What follows belongs to an exercise in optimizing a design on an open flow for small area and a short achievable clock period; a production flow would make more cautious choices. RTL that was checked went through simulation tests only; none was proved equivalent to the original. No activity file was given, so power comes from the tool's default toggle rates.

==> flow/design.v <==
module cic_slice #(parameter WS = 17)
  (
    input               clk,
    input               rst,       
    input               g,         
    input               upd,       
    input      [WS-1:0] x,         
    input      [4:0]    ki,        
    input      [4:0]    kc,        
    output     [4:0]    ko_i,      
    output     [4:0]    ko_c,      
    output     [WS-1:0] q_p2, q_p3, q_d31, q_d40, q_d41
  );
  reg  [WS-1:0] i0, i1, i2, i3, i4;
  wire [WS+1:0] si0 = {1'b0, i0, 1'b1} + {1'b0, x,  ki[0]};
  wire [WS+1:0] si1 = {1'b0, i1, 1'b1} + {1'b0, i0, ki[1]};
  wire [WS+1:0] si2 = {1'b0, i2, 1'b1} + {1'b0, i1, ki[2]};
  wire [WS+1:0] si3 = {1'b0, i3, 1'b1} + {1'b0, i2, ki[3]};
  wire [WS+1:0] si4 = {1'b0, i4, 1'b1} + {1'b0, i3, ki[4]};
  always @(posedge clk) begin
    if (rst) begin
      i0 <= 0; i1 <= 0; i2 <= 0; i3 <= 0; i4 <= 0;
    end else if (g) begin
      i0 <= si0[WS:1]; i1 <= si1[WS:1]; i2 <= si2[WS:1];
      i3 <= si3[WS:1]; i4 <= si4[WS:1];
    end
  end
  reg  [WS-1:0] d00, d01, d10, d11, d20, d21, d30, d31, d40, d41;
  reg  [WS-1:0] p0, p1, p2, p3;
  wire [WS+1:0] sc0 = {1'b0, i4, 1'b1} + {1'b0, ~d01, kc[0]};
  wire [WS+1:0] sc1 = {1'b0, p0, 1'b1} + {1'b0, ~d11, kc[1]};
  wire [WS+1:0] sc2 = {1'b0, p1, 1'b1} + {1'b0, ~d21, kc[2]};
  wire [WS+1:0] sc3 = {1'b0, p2, 1'b1} + {1'b0, ~d31, kc[3]};
  wire [WS+1:0] sc4 = {1'b0, p3, 1'b1} + {1'b0, ~d41, kc[4]};
  always @(posedge clk) begin
    if (rst) begin
      d00 <= 0; d01 <= 0; d10 <= 0; d11 <= 0; d20 <= 0;
      d21 <= 0; d30 <= 0; d31 <= 0; d40 <= 0; d41 <= 0;
      p0 <= 0; p1 <= 0; p2 <= 0; p3 <= 0;
    end else if (upd) begin
      d00 <= i4; d01 <= d00;
      d10 <= p0; d11 <= d10;
      d20 <= p1; d21 <= d20;
      d30 <= p2; d31 <= d30;
      d40 <= p3; d41 <= d40;
      p0 <= sc0[WS:1]; p1 <= sc1[WS:1];
      p2 <= sc2[WS:1]; p3 <= sc3[WS:1];
    end
  end
  assign ko_i  = {si4[WS+1], si3[WS+1], si2[WS+1], si1[WS+1], si0[WS+1]};
  assign ko_c  = {sc4[WS+1], sc3[WS+1], sc2[WS+1], sc1[WS+1], sc0[WS+1]};
  assign q_p2  = p2;
  assign q_p3  = p3;
  assign q_d31 = d31;
  assign q_d40 = d40;
  assign q_d41 = d41;
endmodule
module cic_decim
  (
    input             clk_i,
    input             rst_i,
    input             en_i,
    input      [15:0] data_i,
    output     [15:0] data_o,
    input             act_i,
    input             act_out_i,
    output            val_o
  );
  localparam WS = 17;
  wire g   = en_i & act_i;
  reg  a0, a1, a2, a3, a4;
  wire upd = en_i & act_out_i & a4;
  reg  c0, c1, c2, c3, vint;
  always @(posedge clk_i) begin
    if (rst_i) begin
      a0 <= 1'b0; a1 <= 1'b0; a2 <= 1'b0; a3 <= 1'b0; a4 <= 1'b0;
    end else if (g) begin
      a0 <= 1'b1; a1 <= a0; a2 <= a1; a3 <= a2; a4 <= a3;
    end else if (en_i & act_out_i) begin
      a4 <= 1'b0;
    end
  end
  always @(posedge clk_i) begin
    if (rst_i) begin
      c0 <= 1'b0; c1 <= 1'b0; c2 <= 1'b0; c3 <= 1'b0;
    end else if (upd) begin
      c0 <= 1'b1; c1 <= c0; c2 <= c1; c3 <= c2;
    end
  end
  always @(posedge clk_i) begin
    if (rst_i)     vint <= 1'b0;
    else if (en_i) vint <= upd & c3;
  end
  reg rst_1, g_1, upd_1, sgn_1;
  reg rst_2, g_2, upd_2, sgn_2;
  always @(posedge clk_i) begin
    rst_1 <= rst_i; g_1 <= g;   upd_1 <= upd;   sgn_1 <= data_i[15];
    rst_2 <= rst_1; g_2 <= g_1; upd_2 <= upd_1; sgn_2 <= sgn_1;
  end
  wire [4:0]    koi_a, koc_a, koi_b, koc_b, koi_c, koc_c;
  reg  [4:0]    kri_a, krc_a, kri_b, krc_b;
  wire [WS-1:0] a_p2, a_p3, a_d31, a_d40, a_d41;
  wire [WS-1:0] b_p2, b_p3, b_d31, b_d40, b_d41;
  wire [WS-1:0] c_p2, c_p3, c_d31, c_d40, c_d41;
  cic_slice #(WS) sa (
    .clk(clk_i), .rst(rst_i), .g(g), .upd(upd),
    .x({data_i[15], data_i}), .ki(5'b00000), .kc(5'b11111),
    .ko_i(koi_a), .ko_c(koc_a),
    .q_p2(a_p2), .q_p3(a_p3), .q_d31(a_d31), .q_d40(a_d40), .q_d41(a_d41));
  cic_slice #(WS) sb (
    .clk(clk_i), .rst(rst_1), .g(g_1), .upd(upd_1),
    .x({WS{sgn_1}}), .ki(kri_a), .kc(krc_a),
    .ko_i(koi_b), .ko_c(koc_b),
    .q_p2(b_p2), .q_p3(b_p3), .q_d31(b_d31), .q_d40(b_d40), .q_d41(b_d41));
  cic_slice #(WS) sc (
    .clk(clk_i), .rst(rst_2), .g(g_2), .upd(upd_2),
    .x({WS{sgn_2}}), .ki(kri_b), .kc(krc_b),
    .ko_i(koi_c), .ko_c(koc_c),
    .q_p2(c_p2), .q_p3(c_p3), .q_d31(c_d31), .q_d40(c_d40), .q_d41(c_d41));
  always @(posedge clk_i) begin
    kri_a <= koi_a; krc_a <= koc_a;
    kri_b <= koi_b; krc_b <= koc_b;
  end
  wire       kb4_now = koc_b[4];     
  wire       kb3_old = krc_b[3];     
  wire       kb4_old = krc_b[4];     
  reg  [15:0] p4c;                   
  wire [WS+1:0] z_t   = {1'b0, c_p3, 1'b1} + {1'b0, ~c_d41, kb4_old};
  wire [WS-1:0] z_sum = z_t[WS:1];
  wire [15:0]   z     = rst_2 ? 16'd0 : upd_2 ? z_sum[WS-1:1] : p4c;
  wire [WS-1:0] t_a  = c_p2;
  wire [WS-1:0] t_b  = ~c_d31;
  wire [WS-1:0] t_c  = ~c_d40;
  wire [WS-1:0] cs_s = t_a ^ t_b ^ t_c;
  wire [WS-1:0] cs_c = {(t_a[WS-2:0] & t_b[WS-2:0]) | (t_a[WS-2:0] & t_c[WS-2:0]) |
                        (t_b[WS-2:0] & t_c[WS-2:0]), kb3_old};
  wire [WS-1:0] u_a  = upd_2 ? cs_s : c_p3;
  wire [WS-1:0] u_b  = upd_2 ? cs_c : ~c_d41;
  wire [WS-1:0] y0   = u_a + u_b;
  wire [WS+1:0] y1_t = {1'b0, u_a, 1'b1} + {1'b0, u_b, 1'b1};
  wire [WS-1:0] y1   = y1_t[WS:1];
  wire [15:0]   y    = rst_2 ? 16'd0 :
                       kb4_now ? y1[WS-1:1] : y0[WS-1:1];
  wire [15:0] p4_now = rst_1 ? 16'd0 : upd_1 ? y : z;
  always @(posedge clk_i) p4c <= z;
  reg [15:0] dout;
  reg        vout;
  always @(posedge clk_i) begin
    if (rst_i) begin
      dout <= 16'd0;
      vout <= 1'b0;
    end else if (en_i) begin
      dout <= p4_now;
      vout <= vint;
    end
  end
  assign data_o = dout;
  assign val_o  = vout;
endmodule
clock: 4.0 ns
lec_check: 0
cap_margin: 20
core_margin: 2
core_utilization: 40
setup_slack_margin: 1.0
slew_margin: 20
run.sh (not shown) runs the stock make flow with config.mk's settings and CLKGATE_MAP_FILE= SYNTH_SCRIPT=/design/flow/synth_recipe.tcl, a recipe that flattens the netlist after the stock synthesis.
Change:
--- a/flow/design.v
+++ b/flow/design.v
@@ -11,28 +11,29 @@
     output     [4:0]    ko_c,      
     output     [WS-1:0] q_p2, q_p3, q_d31, q_d40, q_d41
   );
   reg  [WS-1:0] i0, i1, i2, i3, i4;
-  wire [WS+1:0] si0 = {1'b0, i0, 1'b1} + {1'b0, x,  ki[0]};
-  wire [WS+1:0] si1 = {1'b0, i1, 1'b1} + {1'b0, i0, ki[1]};
-  wire [WS+1:0] si2 = {1'b0, i2, 1'b1} + {1'b0, i1, ki[2]};
-  wire [WS+1:0] si3 = {1'b0, i3, 1'b1} + {1'b0, i2, ki[3]};
-  wire [WS+1:0] si4 = {1'b0, i4, 1'b1} + {1'b0, i3, ki[4]};
+  wire [WS-1:0] gm = {WS{g}};
+  wire [WS:0]   si0 = {1'b0, i0} + {1'b0, gm & x}  + ki[0];
+  wire [WS:0]   si1 = {1'b0, i1} + {1'b0, gm & i0} + ki[1];
+  wire [WS:0]   si2 = {1'b0, i2} + {1'b0, gm & i1} + ki[2];
+  wire [WS:0]   si3 = {1'b0, i3} + {1'b0, gm & i2} + ki[3];
+  wire [WS:0]   si4 = {1'b0, i4} + {1'b0, gm & i3} + ki[4];
   always @(posedge clk) begin
     if (rst) begin
       i0 <= 0; i1 <= 0; i2 <= 0; i3 <= 0; i4 <= 0;
-    end else if (g) begin
-      i0 <= si0[WS:1]; i1 <= si1[WS:1]; i2 <= si2[WS:1];
-      i3 <= si3[WS:1]; i4 <= si4[WS:1];
+    end else begin
+      i0 <= si0[WS-1:0]; i1 <= si1[WS-1:0]; i2 <= si2[WS-1:0];
+      i3 <= si3[WS-1:0]; i4 <= si4[WS-1:0];
     end
   end
   reg  [WS-1:0] d00, d01, d10, d11, d20, d21, d30, d31, d40, d41;
   reg  [WS-1:0] p0, p1, p2, p3;
-  wire [WS+1:0] sc0 = {1'b0, i4, 1'b1} + {1'b0, ~d01, kc[0]};
-  wire [WS+1:0] sc1 = {1'b0, p0, 1'b1} + {1'b0, ~d11, kc[1]};
-  wire [WS+1:0] sc2 = {1'b0, p1, 1'b1} + {1'b0, ~d21, kc[2]};
-  wire [WS+1:0] sc3 = {1'b0, p2, 1'b1} + {1'b0, ~d31, kc[3]};
-  wire [WS+1:0] sc4 = {1'b0, p3, 1'b1} + {1'b0, ~d41, kc[4]};
+  wire [WS:0]   sc0 = {1'b0, i4} + {1'b0, ~d01} + kc[0];
+  wire [WS:0]   sc1 = {1'b0, p0} + {1'b0, ~d11} + kc[1];
+  wire [WS:0]   sc2 = {1'b0, p1} + {1'b0, ~d21} + kc[2];
+  wire [WS:0]   sc3 = {1'b0, p2} + {1'b0, ~d31} + kc[3];
+  wire [WS:0]   sc4 = {1'b0, p3} + {1'b0, ~d41} + kc[4];
   always @(posedge clk) begin
     if (rst) begin
       d00 <= 0; d01 <= 0; d10 <= 0; d11 <= 0; d20 <= 0;
       d21 <= 0; d30 <= 0; d31 <= 0; d40 <= 0; d41 <= 0;
@@ -42,14 +43,14 @@
       d10 <= p0; d11 <= d10;
       d20 <= p1; d21 <= d20;
       d30 <= p2; d31 <= d30;
       d40 <= p3; d41 <= d40;
-      p0 <= sc0[WS:1]; p1 <= sc1[WS:1];
-      p2 <= sc2[WS:1]; p3 <= sc3[WS:1];
+      p0 <= sc0[WS-1:0]; p1 <= sc1[WS-1:0];
+      p2 <= sc2[WS-1:0]; p3 <= sc3[WS-1:0];
     end
   end
-  assign ko_i  = {si4[WS+1], si3[WS+1], si2[WS+1], si1[WS+1], si0[WS+1]};
-  assign ko_c  = {sc4[WS+1], sc3[WS+1], sc2[WS+1], sc1[WS+1], sc0[WS+1]};
+  assign ko_i  = {si4[WS], si3[WS], si2[WS], si1[WS], si0[WS]};
+  assign ko_c  = {sc4[WS], sc3[WS], sc2[WS], sc1[WS], sc0[WS]};
   assign q_p2  = p2;
   assign q_p3  = p3;
   assign q_d31 = d31;
   assign q_d40 = d40;
@@ -124,10 +125,9 @@
   wire       kb4_now = koc_b[4];     
   wire       kb3_old = krc_b[3];     
   wire       kb4_old = krc_b[4];     
   reg  [15:0] p4c;                   
-  wire [WS+1:0] z_t   = {1'b0, c_p3, 1'b1} + {1'b0, ~c_d41, kb4_old};
-  wire [WS-1:0] z_sum = z_t[WS:1];
+  wire [WS-1:0] z_sum = c_p3 + ~c_d41 + kb4_old;
   wire [15:0]   z     = rst_2 ? 16'd0 : upd_2 ? z_sum[WS-1:1] : p4c;
   wire [WS-1:0] t_a  = c_p2;
   wire [WS-1:0] t_b  = ~c_d31;
   wire [WS-1:0] t_c  = ~c_d40;
@@ -136,10 +136,9 @@
                         (t_b[WS-2:0] & t_c[WS-2:0]), kb3_old};
   wire [WS-1:0] u_a  = upd_2 ? cs_s : c_p3;
   wire [WS-1:0] u_b  = upd_2 ? cs_c : ~c_d41;
   wire [WS-1:0] y0   = u_a + u_b;
-  wire [WS+1:0] y1_t = {1'b0, u_a, 1'b1} + {1'b0, u_b, 1'b1};
-  wire [WS-1:0] y1   = y1_t[WS:1];
+  wire [WS-1:0] y1   = u_a + u_b + 1'b1;
   wire [15:0]   y    = rst_2 ? 16'd0 :
                        kb4_now ? y1[WS-1:1] : y0[WS-1:1];
   wire [15:0] p4_now = rst_1 ? 16'd0 : upd_1 ? y : z;
   always @(posedge clk_i) p4c <= z;
After rerunning: Sequential power barely changes. Power went up by 3.8%. Setup slack degrades by 490 ps. Wire length is higher by 2.9%. Fmax went down by 14%. Die area is about the same. Combinational power is higher by 17%. Final cell count went up by 0.38%. Via count came out higher by 0.75%.
No functional check of the RTL was part of the second run of this note.

-- what the ideal ports hide --
How much do the figures lean on ideal ports? The routed layouts below were timed once more, with nothing changed but the port constraints. Step 1 (the two cells are an assumption about what drives the block):
set clk [get_ports {clk_i}]
set_driving_cell -lib_cell sky130_fd_sc_hd__clkbuf_16 $clk
set_driving_cell -lib_cell sky130_fd_sc_hd__buf_2 [delete_from_list [all_inputs] $clk]
Step 2 times the ports against the registers' clock, not the clock port: input delays grow and output delays shrink by t, the midpoint of the rising clock arrivals with the driver on. Slacks: ideal / step 1 / step 2; pairs: ideal / step 1.
run | t, ns | slack for setup (ns) | slew at the worst register clock pin (ns)
the first run | 0.802 | 0.966 / 0.966 / 0.343 | 0.06 / 0.06
the second run | 0.785 | 0.478 / 0.478 / 0.399 | 0.06 / 0.06
After both steps every run listed still meets setup and hold. For the first run, which loses most, drivers alone change the setup slack by 0.000 ns; drivers and shift together by -0.623 ns.
